This design comes from an exercise in tuning for small area on the open sky130 flow, not from production work. The RTL was checked by simulation tests, not by an equivalence proof against the original design. Power figures rest on the tool's default switching activity, not on a simulated workload.

[config.mk]
export PLATFORM = sky130hd
export DESIGN_NAME = home_automation
export DESIGN_NICKNAME = home_automation
export VERILOG_FILES = /design/flow/design.v
export SDC_FILE = /design/flow/constraint.sdc
export NUM_CORES = 4
export LEC_CHECK = 0
export CAP_MARGIN = 20
export CORE_MARGIN = 2
export CORE_UTILIZATION = 40
export PLACE_DENSITY = 0.6
export SLEW_MARGIN = 20
[constraint.sdc]
create_clock -name core_clock -period 10.0 [get_ports {clk}]
set_input_delay 2.0000 -clock core_clock [delete_from_list [all_inputs] [get_ports {clk}]]
set_output_delay 2.0000 -clock core_clock [all_outputs]
set_load 0.01 [all_outputs]
[design.v]
`timescale 1ns / 1ps
module uart_controller_rx #(parameter CLOCK_RATE=100_000_000, BAUDE_RATE=9600)(clk, reset, rx, data_ready, data_out);
    input clk, reset, rx;
    output reg data_ready;
    output [7:0] data_out;
    localparam COUNTER_LIMIT = (CLOCK_RATE / BAUDE_RATE);
    localparam COUNTER_WIDTH = $clog2(COUNTER_LIMIT)+1;
    localparam COUNTER_TICK_VALUE = (COUNTER_LIMIT/2)-1;
    localparam STARTBIT=0, DATAPART=1, STOPBIT=2;
    reg counter_enable;
    reg [COUNTER_WIDTH-1:0] counter;
    reg [2:0] status, status_next;
    reg [3:0] dataCounter, dataCounter_next;
    reg [7:0] data, data_next;
    wire tick;
    assign data_out = data;
    assign tick = (counter == COUNTER_TICK_VALUE);
    always @(posedge clk, posedge reset) begin
        if (reset) begin
            counter <= 0;
        end else if ((counter > COUNTER_LIMIT) | ~counter_enable) begin
            counter <= 0;
        end else if (counter_enable) begin
            counter <= (counter + 1);
        end
    end
    always @(posedge clk, posedge reset) begin
        if (reset) begin
            status <= 0;
            dataCounter <= 0;
        end else begin
            status <= status_next;
            dataCounter <= dataCounter_next;
        end
    end
    always @(posedge clk) begin
        data <= data_next;
    end
    always @* begin
        counter_enable = 0;
        status_next = status;
        dataCounter_next = dataCounter;
        data_next = data;
        data_ready = 1'b0;
        case (status)
            STARTBIT: begin
                if (~rx) begin
                    dataCounter_next = 0;
                    counter_enable = 1;
                    status_next = DATAPART;
                end
            end
            DATAPART: begin
                counter_enable = 1;
                if (tick) begin
                    data_next = {rx, data[7:1]};
                    dataCounter_next = dataCounter + 1;
                    if (dataCounter == 8) begin
                        status_next = STOPBIT;
                    end
                end
            end
            STOPBIT: begin
                counter_enable = 1;
                if (tick) begin
                    data_ready = 1'b1;
                    status_next = STARTBIT;
                end
            end
        endcase
    end
endmodule
`timescale 1ns / 1ps
module uart_controller_tx #(parameter CLOCK_RATE=100_000_000, BAUDE_RATE=9600)(clk, reset, tx, data_valid, data_in, done);
    input clk, reset, data_valid;
    input [7:0] data_in;
    output reg tx, done;
    localparam COUNTER_LIMIT = (CLOCK_RATE / BAUDE_RATE);
    localparam COUNTER_WIDTH = $clog2(COUNTER_LIMIT)+1;
    localparam COUNTER_TICK_VALUE = COUNTER_LIMIT-1;
    localparam IDLE=0, STARTBIT=1, DATAPART=2, STOPBIT=3;
    reg counter_enable;
    reg [COUNTER_WIDTH-1:0] counter;
    reg [2:0] status, status_next;
    reg [3:0] dataCounter, dataCounter_next;
    reg [7:0] data, data_next;
    wire tick;
    assign tick = (counter == COUNTER_TICK_VALUE);
    always @(posedge clk, posedge reset) begin
        if (reset) begin
            counter <= 0;
        end else if ((counter == COUNTER_LIMIT) | ~counter_enable) begin
            counter <= 0;
        end else if (counter_enable) begin
            counter <= (counter + 1);
        end
    end
    always @(posedge clk, posedge reset) begin
        if (reset) begin
            status <= 0;
            dataCounter <= 0;
        end else begin
            status <= status_next;
            dataCounter <= dataCounter_next;
        end
    end
    always @(posedge clk) begin
        data <= data_next;
    end
    always @* begin
        counter_enable = 0;
        status_next = status;
        dataCounter_next = dataCounter;
        data_next = data;
        tx = 1'b1;
        done = 1'b0;
        case (status)
            IDLE: begin
                if (data_valid) begin
                    dataCounter_next = 0;
                    counter_enable = 1;
                    data_next = data_in;
                    status_next = STARTBIT;
                end
            end
            STARTBIT: begin
                counter_enable = 1;
                tx = 1'b0;
                if (tick) begin
                    status_next = DATAPART;
                end
            end
            DATAPART: begin
                counter_enable = 1;
                tx = data[0];
                if (tick) begin
                    data_next = {1'b0, data[7:1]};
                    dataCounter_next = dataCounter + 1;
                    if (dataCounter == 7) begin
                        status_next = STOPBIT;
                    end
                end
            end
            STOPBIT: begin
                counter_enable = 1;
                tx = 1'b1;
                if (tick) begin
                    done = 1'b1;
                    status_next = IDLE;
                end
            end
        endcase
    end
endmodule
`timescale 1ns / 1ps
module panel_controller (clk, reset, uart_rx_done, uart_rx_data,
    emergency_control_valid, ECO_mod_valid_r, ac_working_mode_r, person_count_r, security_control_valid_r
);
    input clk, reset, uart_rx_done;
    input [7:0] uart_rx_data;
    output reg emergency_control_valid;
    output reg ECO_mod_valid_r;
    output reg [1:0] ac_working_mode_r;
    output reg [16-1:0] person_count_r;
    output reg security_control_valid_r;
    always @(posedge clk, posedge reset) begin
        if (reset) begin
            emergency_control_valid <= 1'b0;
            ECO_mod_valid_r <= 1'b0;
            security_control_valid_r <= 1'b0;
            ac_working_mode_r <= 2'b0;
            person_count_r <= 'd0;
        end else if (uart_rx_done) begin
            case (uart_rx_data[7:4])
                4'h1: emergency_control_valid <= uart_rx_data[0];
                4'h0: ECO_mod_valid_r <= uart_rx_data[0];
                4'h7: security_control_valid_r <= uart_rx_data[0];
                4'ha: ac_working_mode_r <= uart_rx_data[3:0];
                4'hc: person_count_r <= (person_count_r + {{(16-4){uart_rx_data[3]}}, uart_rx_data[3:0]});
            endcase
        end
    end
endmodule
module ac_control_unit(btn,status,clk,reset);
    input wire clk;
    input wire reset;
    input wire btn;
    reg btn_prev;
    output reg status;
    always @(posedge clk, posedge reset) begin
        if (reset) begin
            status <= 1'b0;
            btn_prev <= 1'b0;
        end else begin
            if(btn && ~btn_prev)begin
                status <= ~status;
            end
            btn_prev <= btn;
        end
    end
endmodule
`timescale 1ns / 1ps
module ac_economy_mode
  (  
input eco_mode_valid_i,
input [8-1:0] WINDOW_STATUS_i,
input [4-1:0] DOOR_STATUS_i,
output close_ac_o 
  );
  wire close_ac_w = (|WINDOW_STATUS_i) | (|DOOR_STATUS_i);
  assign  close_ac_o = close_ac_w & eco_mode_valid_i;
endmodule
module ac_economy_mode_bhv
#(
  parameter HOME_WINDOW_COUNT = 8,   
  parameter HOME_DOOR_COUNT = 4     
)
(
  input eco_mode_valid_i,
  input [HOME_WINDOW_COUNT-1:0] WINDOW_STATUS_i,
  input [HOME_DOOR_COUNT-1:0] DOOR_STATUS_i,
  output reg close_ac_o
);
  always @(*) begin
    if ((|WINDOW_STATUS_i) || (|DOOR_STATUS_i)) begin
      if (eco_mode_valid_i) 
        close_ac_o = 1'b1;
      else 
        close_ac_o = 1'b0;  
    end else begin
      close_ac_o = 1'b0;
    end
  end
endmodule
`timescale 1ns / 1ps
module ac_temp_controller(
    input[1:0] ac_working_mode_i ,
    input[8-1:0] temparature_i,
    output[0:0] heater_mode_active_o,
    output[0:0] cooler_mode_active_o
    );
    wire need_to_cool_w = (temparature_i > 20);
    assign cooler_mode_active_o = (need_to_cool_w & ac_working_mode_i[0]);
    wire need_to_heat_w = (temparature_i < 7);
    assign heater_mode_active_o =(need_to_heat_w & ac_working_mode_i[1]);
endmodule
module ac_temp_controller_bhv(
    input [1:0] ac_working_mode_i,
    input [8-1:0] temparature_i,
    output reg heater_mode_active_o,
    output reg cooler_mode_active_o
);
    always @(*) begin
        if (temparature_i > 20 && ac_working_mode_i[0]) begin
            cooler_mode_active_o = 1'b1;
        end else begin
            cooler_mode_active_o = 1'b0;
        end
        if (temparature_i < 7 && ac_working_mode_i[1]) begin
            heater_mode_active_o = 1'b1;
        end else begin
            heater_mode_active_o = 1'b0;
        end
    end
endmodule
`timescale 1ns / 1ps
module blinds_controller
    (
        input blinds_controller_valid_i,
        input [11:0] time_i,         
        input [7:0] sunlight_level_i,
        output reg blinds_status_o
    );
    always @(*) begin
        if ((6'd8 < time_i[11:6]) & (time_i[11:6] < 6'd17)) begin
            blinds_status_o = 1'b1;      
        end else if (sunlight_level_i > 8'd128) begin  
            blinds_status_o = 1'b1;      
        end else begin
            blinds_status_o = 1'b0;      
        end
    end
endmodule
module blinds_controller_df
    (
        input blinds_controller_valid_i,
        input [11:0] time_i,         
        input [7:0] sunlight_level_i,
        output blinds_status_o
    );
    wire time_condition = (6'd8 < time_i[11:6]) & (time_i[11:6] < 6'd17);   
    wire sunlight_condition = sunlight_level_i > 8'd128;   
    assign blinds_status_o = blinds_controller_valid_i & (time_condition | sunlight_condition);
endmodule
`timescale 1ns / 1ps
module emergency_control
    (
        input emergency_control_valid_i,
        output warning_o, alert_o,
        input water_meter_status_i,
        input [7:0] home_tap_status_i,
        input gas_meter_i,
        input gas_detector_i,
        input [1:0] stove_status_i,
        input [0:0] ac_system_status_i
    );
    assign warning_o = emergency_control_valid_i & water_meter_status_i & ~(|home_tap_status_i);
    assign alert_o = emergency_control_valid_i & (
            ((gas_meter_i & ~((|stove_status_i) | (|ac_system_status_i))) | gas_detector_i)
        );
endmodule
module emergency_control_bhv
    (
        input emergency_control_valid_i,    
        output reg warning_o,               
        output reg alert_o,                 
        input water_meter_status_i,         
        input [7:0] home_tap_status_i,      
        input gas_meter_i,                  
        input gas_detector_i,               
        input [1:0] stove_status_i,         
        input [0:0] ac_system_status_i      
    );
    always @(*) begin
        if (emergency_control_valid_i && water_meter_status_i && ~(|home_tap_status_i)) begin
            warning_o = 1'b1;
        end else begin
            warning_o = 1'b0;
        end
        if (emergency_control_valid_i && 
           ((gas_meter_i && ~((|stove_status_i) || (|ac_system_status_i))) || gas_detector_i)) begin
            alert_o = 1'b1;
        end else begin
            alert_o = 1'b0;
        end
    end
endmodule
`timescale 1ns / 1ps
module fsm_lights(a,b,clk,rst,led_status
);
    input wire a;   
    input wire b;      
    input wire clk;    
    input wire rst;    
    output reg [2:0] led_status;
    localparam
        OFF = 3'b000,
        RED_LIGHT = 3'b001,
        GREEN_LIGHT = 3'b010,
        BLUE_LIGHT = 3'b011,
        WHITE_LIGHT = 3'b100;
    reg [7:0] current_state, next_state;
    always @(*) begin
        case (current_state)
            OFF: begin
                if (a && ~b) next_state = RED_LIGHT;
                else if (~a && b) next_state = GREEN_LIGHT;
                else next_state = OFF;
            end
            RED_LIGHT: begin
                if (a && ~b) next_state = GREEN_LIGHT;              
                else next_state = RED_LIGHT;
            end
            GREEN_LIGHT: begin
                if (a && ~b) next_state = BLUE_LIGHT;
                else if (~a && b) next_state = WHITE_LIGHT;
                else next_state = GREEN_LIGHT;
            end
            BLUE_LIGHT: begin
                if (a && ~b) next_state = WHITE_LIGHT;
                else next_state = BLUE_LIGHT;
            end
            WHITE_LIGHT: begin
                if (a && ~b) next_state = OFF;
                else next_state = WHITE_LIGHT;
            end
            default: next_state = OFF;
        endcase
    end
    always @(posedge clk or posedge rst) begin
        if (rst)
            current_state <= OFF;
        else
            current_state <= next_state;
    end
    always @(*) begin
        led_status = current_state;
    end
endmodule
module secuirty_hazard_controller #(parameter CLOCK_RATE = 100_000_000, parameter COUNTER_LIMIT_IN_SEC = 1) (
        input clk,
        input reset,
        input threat,
        output reg [1:0] security_level
    );
    localparam COUNTER_LIMIT = CLOCK_RATE * COUNTER_LIMIT_IN_SEC;
    localparam COUNTER_WIDTH = $clog2(COUNTER_LIMIT)+1;
    wire tick;
    reg counter_enable;
    reg [COUNTER_WIDTH-1:0] tick_counter;
    reg [3:0] status, status_next;
    reg [7:0] hazard_counter, hazard_counter_next;
    reg [1:0] security_level_next;
    always @(posedge clk, posedge reset) begin
        if (reset) begin
            tick_counter <= 0;
        end else begin
            if (counter_enable | (tick_counter != 0))
                tick_counter <= tick_counter + 1;
            if (tick_counter >= COUNTER_LIMIT)
                tick_counter <= 0;
        end
    end
    assign tick = (tick_counter >= COUNTER_LIMIT);
    always @(posedge clk, posedge reset) begin
        if (reset) begin
            status <= 0;
            hazard_counter <= 0;
            security_level <= 0;
        end else begin
            status <= status_next;
            hazard_counter <= hazard_counter_next;
            security_level <= security_level_next;
        end
    end
    always @(*) begin
        status_next = status;
        counter_enable = 1'b0;
        hazard_counter_next = hazard_counter;
        security_level_next = security_level;
        case (status)
            0: begin
                if (threat) begin
                    status_next = 1;
                    counter_enable = 1;
                end
            end
            1: begin
                if (threat)
                    hazard_counter_next = hazard_counter + 1;
                if (tick) begin
                    status_next = 0;
                    if (hazard_counter < 3)
                        security_level_next = 0;
                    else if (hazard_counter < 7)
                        security_level_next = 1;
                    else if (hazard_counter < 11)
                        security_level_next = 2;
                    else
                        security_level_next = 3;
                end
            end
        endcase
    end
endmodule
`timescale 1ns / 1ps
module security_controller
    (
        input security_control_valid_i,                          
        input [16-1:0] person_count_i,   
        output lock_doors_o, lock_windows_o                      
    );
    wire security_mode_on = security_control_valid_i & (person_count_i == 0);  
    assign lock_doors_o = security_mode_on;
    assign lock_windows_o = security_mode_on;
endmodule
module security_controller_bhv
    (
        input security_control_valid_i,                          
        input [16-1:0] person_count_i,   
        output reg lock_doors_o,                                 
        output reg lock_windows_o                                
    );
    always @(*) begin
        if (security_control_valid_i && (person_count_i == 0)) begin
            lock_doors_o = 1'b1;      
            lock_windows_o = 1'b1;   
        end else begin
            lock_doors_o = 1'b0;      
            lock_windows_o = 1'b0;   
        end
    end
endmodule
`timescale 1ns / 1ps
module home_automation
    (
        input clk, reset,
        input rx,
        output tx,
        output warning_o, alert_o,
        input AC_push_button,
        input threat,
        input[8-1:0] temparature_i,
        input [8-1:0] WINDOW_STATUS_i,
        input [4-1:0] DOOR_STATUS_i,
        input [11:0] time_i,         
        input [7:0] sunlight_level_i,
        output blinds_status_o,
        input wire a,
        input wire b,    
        output wire [2:0] led_status,
        input water_meter_status_i,
        input [7:0] home_tap_status_i,
        input gas_meter_i,
        input gas_detector_i,
        input [1:0] stove_status_i,
        output AC_heat_o, AC_cool_o,
        output lock_doors_o, lock_windows_o
    );
    wire uart_rx_done;
    wire [7:0] uart_rx_data;
    wire done;
    wire uart_send;
    wire [7:0] security_level_uart_data;
    uart_controller_rx
    #(.CLOCK_RATE(1_000_000), .BAUDE_RATE(9600))
    UART_RX
    (clk, reset, rx, uart_rx_done, uart_rx_data);
    uart_controller_tx
    #(.CLOCK_RATE(1_000_000), .BAUDE_RATE(9600))
    UART_TX
    (clk, reset, tx, uart_send, security_level_uart_data, done);
    wire ECO_mod_valid_r;
    wire emergency_control_valid;
    wire [1:0] ac_working_mode_r;
    wire [16-1:0] person_count_r;
    wire security_control_valid_r;
    panel_controller CONTROL_PANEL (clk, reset, uart_rx_done, uart_rx_data,
        emergency_control_valid, ECO_mod_valid_r, ac_working_mode_r, person_count_r, security_control_valid_r
    );
    wire AC_ECO_STATUS;
    wire TEMPCONTROLLER_ac_heat_w;
    wire TEMPCONTROLLER_ac_cool_w;
    wire NOWASTE_ac_energy_w;
    assign AC_heat_o = ~NOWASTE_ac_energy_w & TEMPCONTROLLER_ac_heat_w;
    assign AC_cool_o = ~NOWASTE_ac_energy_w & TEMPCONTROLLER_ac_cool_w;
    ac_control_unit AC_UNIT_CONTROLlER (AC_push_button,AC_ECO_STATUS,clk,reset);
    blinds_controller BLINDS_CONTROLLER
    (
        .blinds_controller_valid_i(AC_ECO_STATUS),
        .time_i(time_i),
        .sunlight_level_i(sunlight_level_i),
        .blinds_status_o(blinds_status_o)
    );
    fsm_lights LIGHTS (a,b,clk,reset,led_status);
    secuirty_hazard_controller
    #(.CLOCK_RATE(10_000), .COUNTER_LIMIT_IN_SEC(1))
    SECURTY_CONTROL
    (
        clk,
        reset,
        threat,
        security_level_uart_data
    );
    assign uart_send = (|security_level_uart_data);
    emergency_control EMERGENCY
    (
        emergency_control_valid,
        warning_o, alert_o,
        water_meter_status_i,
        home_tap_status_i,
        gas_meter_i,
        gas_detector_i,
        stove_status_i,
        (ac_working_mode_r & AC_ECO_STATUS)
    );
    ac_temp_controller AC_TEMP_CONTROLLER
    (
        .ac_working_mode_i(ac_working_mode_r & {2{AC_ECO_STATUS}}),
        .temparature_i(temparature_i),
        .heater_mode_active_o(TEMPCONTROLLER_ac_heat_w),
        .cooler_mode_active_o(TEMPCONTROLLER_ac_cool_w)
    );
    ac_economy_mode AC_ECO_CONTROLLER
    (  
        .eco_mode_valid_i(ECO_mod_valid_r),
        .WINDOW_STATUS_i(WINDOW_STATUS_i),
        .DOOR_STATUS_i(DOOR_STATUS_i),
        .close_ac_o(NOWASTE_ac_energy_w)
    );
    security_controller SECURTY_CONTOLLER
    (
        .security_control_valid_i(security_control_valid_r),
        .person_count_i(person_count_r),
        .lock_doors_o(lock_doors_o),
        .lock_windows_o(lock_windows_o)
    );
endmodule
[run.sh]
#!/bin/bash
# synth_recipe.tcl (not shown) runs the flow's synth.tcl, then flattens the netlist and writes it again
# the make line also repeats each setting of config.mk as NAME=value (left out here)
make -C /OpenROAD-flow-scripts/flow DESIGN_CONFIG=/design/flow/config.mk WORK_HOME=/design/flow/orfs CLKGATE_MAP_FILE= SYNTH_SCRIPT=/design/flow/synth_recipe.tcl finish
==> out/summary.txt <==
num rows - 41
pwr dens - 165 nW/um2
Max-Slew Margin vs Limit - 40.0%
final period utilization - 58.5%
Mapped Avg Cell Area - 9.55 um2
final worst path period need - 5.85 ns
Worst setup startpoint - home_tap_status_i[3]
CTS root buf - clkbuf_16
FFs w/ async S/R, synth - 88.9%
number of vias per cell - 5.33
WP data arrival - 3.85 ns
clk buf depth - 2
I/O pin count - 71
R2R Path Start - UART_RX.data[3]
total count of max-transition violations in the final report - 0
# Post-CTS Setup Buffers - 0
critical path type - primary input to primary output
crit end category - primary output
Core Region - 12700 um2
Routed WL per cell - 14.0 um
NumNets Final - 704
CTS Buf Count - 9
Register Area - 2300 um2
DIE AREA - 14000 um2
max-cap violation count - 0
via count - 4198
CP endpoint - warning_o
most frequent CP cell - clkdlybuf4s50_1
final hold vios - 0
worst ir drop on vdd - 0.104 mV
Max stage delay cell, worst path - clkdlybuf4s50_1
PostCTS Resize Cnt - 0
clock slew at reported path FFs - 0.06 ns
clk sink count - 90
GP Congestion - 0.836
Starting Density - 41.3%
Hold Startpoint - UART_RX.data[2]
Worst Hold Class - flop to flop
RR Endpoint - CONTROL_PANEL.person_count_r[13]
Worst R2R Path Depth - 6
dpl hpwl - 7.79 mm
synthesis warning total - 9
CP bufs+invs - 2
DIE WIDTH - 118 um
DR pass1 iterations - 4
ANT cells - 0
worst skew pair latency - 0.34 ns
first-pass GRT wire length - 19.8 mm
count leader, synth - dfrtp_1
CTS tree - built
hold path cells - 0
Setup-failing EPs final - 0
Seq/Total Area, Yosys - 44.0%
Critical Path Start Type - primary input
pin count of the biggest net entering global routing - 81
drt initial violations - 230
Seq cells post-synth - 90
CP Cell Sequence - clkdlybuf4s50_1 > or4_1 > nor4_1 > clkdlybuf4s50_1
multi-input combinational cell area - 2780 um2
slack of the critical path - 4.15 ns
critical path depth - 4
setup tns final - 0 ns
Worst Path Required - 8.00 ns
Tightest Pin Transition - 0.893 ns
post-synth cell types - 61
Die Span Y - 118 um
run status - timing/DRC/antenna clean
ranking of synthesized cells by area - dfrtp_1, ha_1, edfxtp_1, nor2_1, xor2_1
Primary FF master, synth - dfrtp_1
internal reg-to-reg setup slack - 7.04 ns
largest area contributor in the netlist - dfrtp_1
number of global-route vias before repair - 4150
hold_buf cts - 0
number of remaining DRC errors - 0
RSZ-0062 raised after global routing - no
Cell Area, Synth - 5230 um2
port bufs - 64
Lkg Pwr - 2.66 nW
Post-DRT Antenna Nets - 0
H-tree depth - 3
GRT Overall Usage - 16.8%
Routed WL - 11.0 mm
# fillers - 1193
area grow syn2layout - 20.7%
Post-synth top cells - dfrtp_1, nor2_1, nand2_1, ha_1, o21ai_0
Syn Inst Count - 548
Critical Path Max Stage Delay - 0.61 ns
crit path max fanout - 1
CP top delay family - buffers and inverters
Synth top area share - 38.3%
initial antenna violation count - 0
Post-Route Skew - 0.00569 ns
pre-CTS setup slack - 4.16 ns
number of synthesized flops with an enable pin - 10
Achievable Freq - 0.171 GHz
grt total ovfl - 0
fraction of layout cells with a size suffix above 1 - 5.53%
## worst min path at each step
stage / slack (ns) / to
2_1_floorplan: 0.43 / UART_RX.data[1]
3_3_place_gp: 0.46 / UART_RX.data[1]
3_5_place_dp: 0.45 / UART_RX.data[1]
4_1_cts: 0.47 / UART_RX.data[1]
5_1_grt: 0.50 / UART_RX.data[1]
6_report: 0.47 / UART_RX.data[1]
## layout by cell type (no fill, tap or decap), types with 9 or more instances in the layout
cell type | netlist | routed
dfrtp_1 | 80 | 80
clkdlybuf4s50_1 | 0 | 64
nor2_1 | 54 | 54
nand2_1 | 47 | 47
ha_1 | 33 | 33
o21ai_0 | 29 | 29
nand3_1 | 26 | 26
a21oi_1 | 25 | 25
inv_1 | 24 | 23
xor2_1 | 22 | 22
xnor2_1 | 16 | 16
nor4_1 | 14 | 14
edfxtp_1 | 10 | 10
and3_1 | 9 | 9
nand2b_1 | 9 | 9
mux2_2 | 9 | 9
clkbuf_16 | 0 | 9
## metrics by stage
step | cells | power (mW) | utilization [%] | hold slack [ns] | area, um2
2_1_floorplan | 549 | 0.654 | - | 0.431 | 5240
3_3_place_gp | 771 | 0.732 | 47.7 | 0.456 | 6050
3_5_place_dp | 771 | 0.744 | 47.7 | 0.446 | 6050
4_1_cts | 787 | 1.06 | 49.8 | 0.474 | 6310
5_1_grt | 787 | 1.12 | 49.8 | 0.497 | 6310
6_report | 787 | 1.04 | 49.8 | 0.468 | 6310
## routing by layer
layer,share of wire [%],up-vias,global-route usage [%]
met4,1.1,0,5.95
met3,4.0,8,3.81
met5,0,-,0
met2,48,71,27.0
li1,-,2102,-
met1,47,2017,22.4
## logic make-up after synthesis
logic type / Yosys count / share of synthesized area, %
flip-flops: 90 / 44.0
AO/OA/AOI/OAI: 115 / 14.3
buffers and inverters: 41 / 3.04
XOR/XNOR: 38 / 6.36
multiplexers: 12 / 2.51
adder cells (fa/ha/maj): 34 / 8.27
other: 1 / 0.0717
AND/OR/NAND/NOR: 217 / 21.4
## registers in the layout, summed over array words and instances, names as in the netlist, 2 cells and up
name and cells:
CONTROL_PANEL.person_count_r 16, SECURTY_CONTROL.tick_counter 15, SECURTY_CONTROL.hazard_counter 8, UART_RX.counter 8, UART_RX.data 8, UART_TX.counter 8, UART_RX.dataCounter 4, UART_TX.dataCounter 4
LIGHTS.current_state 3, CONTROL_PANEL.ac_working_mode_r 2, SECURTY_CONTROL.security_level 2, UART_RX.status 2, UART_TX.data 2, UART_TX.status 2
## final cells by class
| type | count | area share (%) |
|---|---|---|
| multi-input combinational | 418 | 44.0 |
| clock inverter | 5 | 0.476 |
| inverter | 24 | 1.45 |
| timing repair buffer | 67 | 10.6 |
| clock buffer | 11 | 3.69 |
| tap | 172 | 3.41 |
| sequential | 90 | 36.5 |
## power by group
part	switching [mW]	internal, mW
Sequential	0.0572	0.426
Combinational	0.128	0.126
Clock	0.138	0.168
Total	0.323	0.721

[port drivers added, routing unchanged]
The results above use ideal ports. As a check the final layout listed here was re-extracted and re-timed, cells and wires unchanged. Step 1, drivers: a clkbuf_16 drives clk and a buf_2 each remaining input, both assumed. Step 2 times the ports against the registers' clock, not the clock port: input delays grow and output delays shrink by t, the midpoint of the rising clock arrivals with the driver on. a / b / c = ideal / step 1 / step 2; a / b = the first two.
shift t [ns]: 0.377
slack for setup (ns): 4.152 / 4.131 / 4.131
worst register clock-pin slew, ns: 0.06 / 0.06
worst slew at a driven data input, ns: 0.04
cell pins on the clock port's net: 1
After both steps this run still meets setup and hold. The setup slack of this run moves by -0.021 ns with the drivers and by -0.021 ns with both steps.
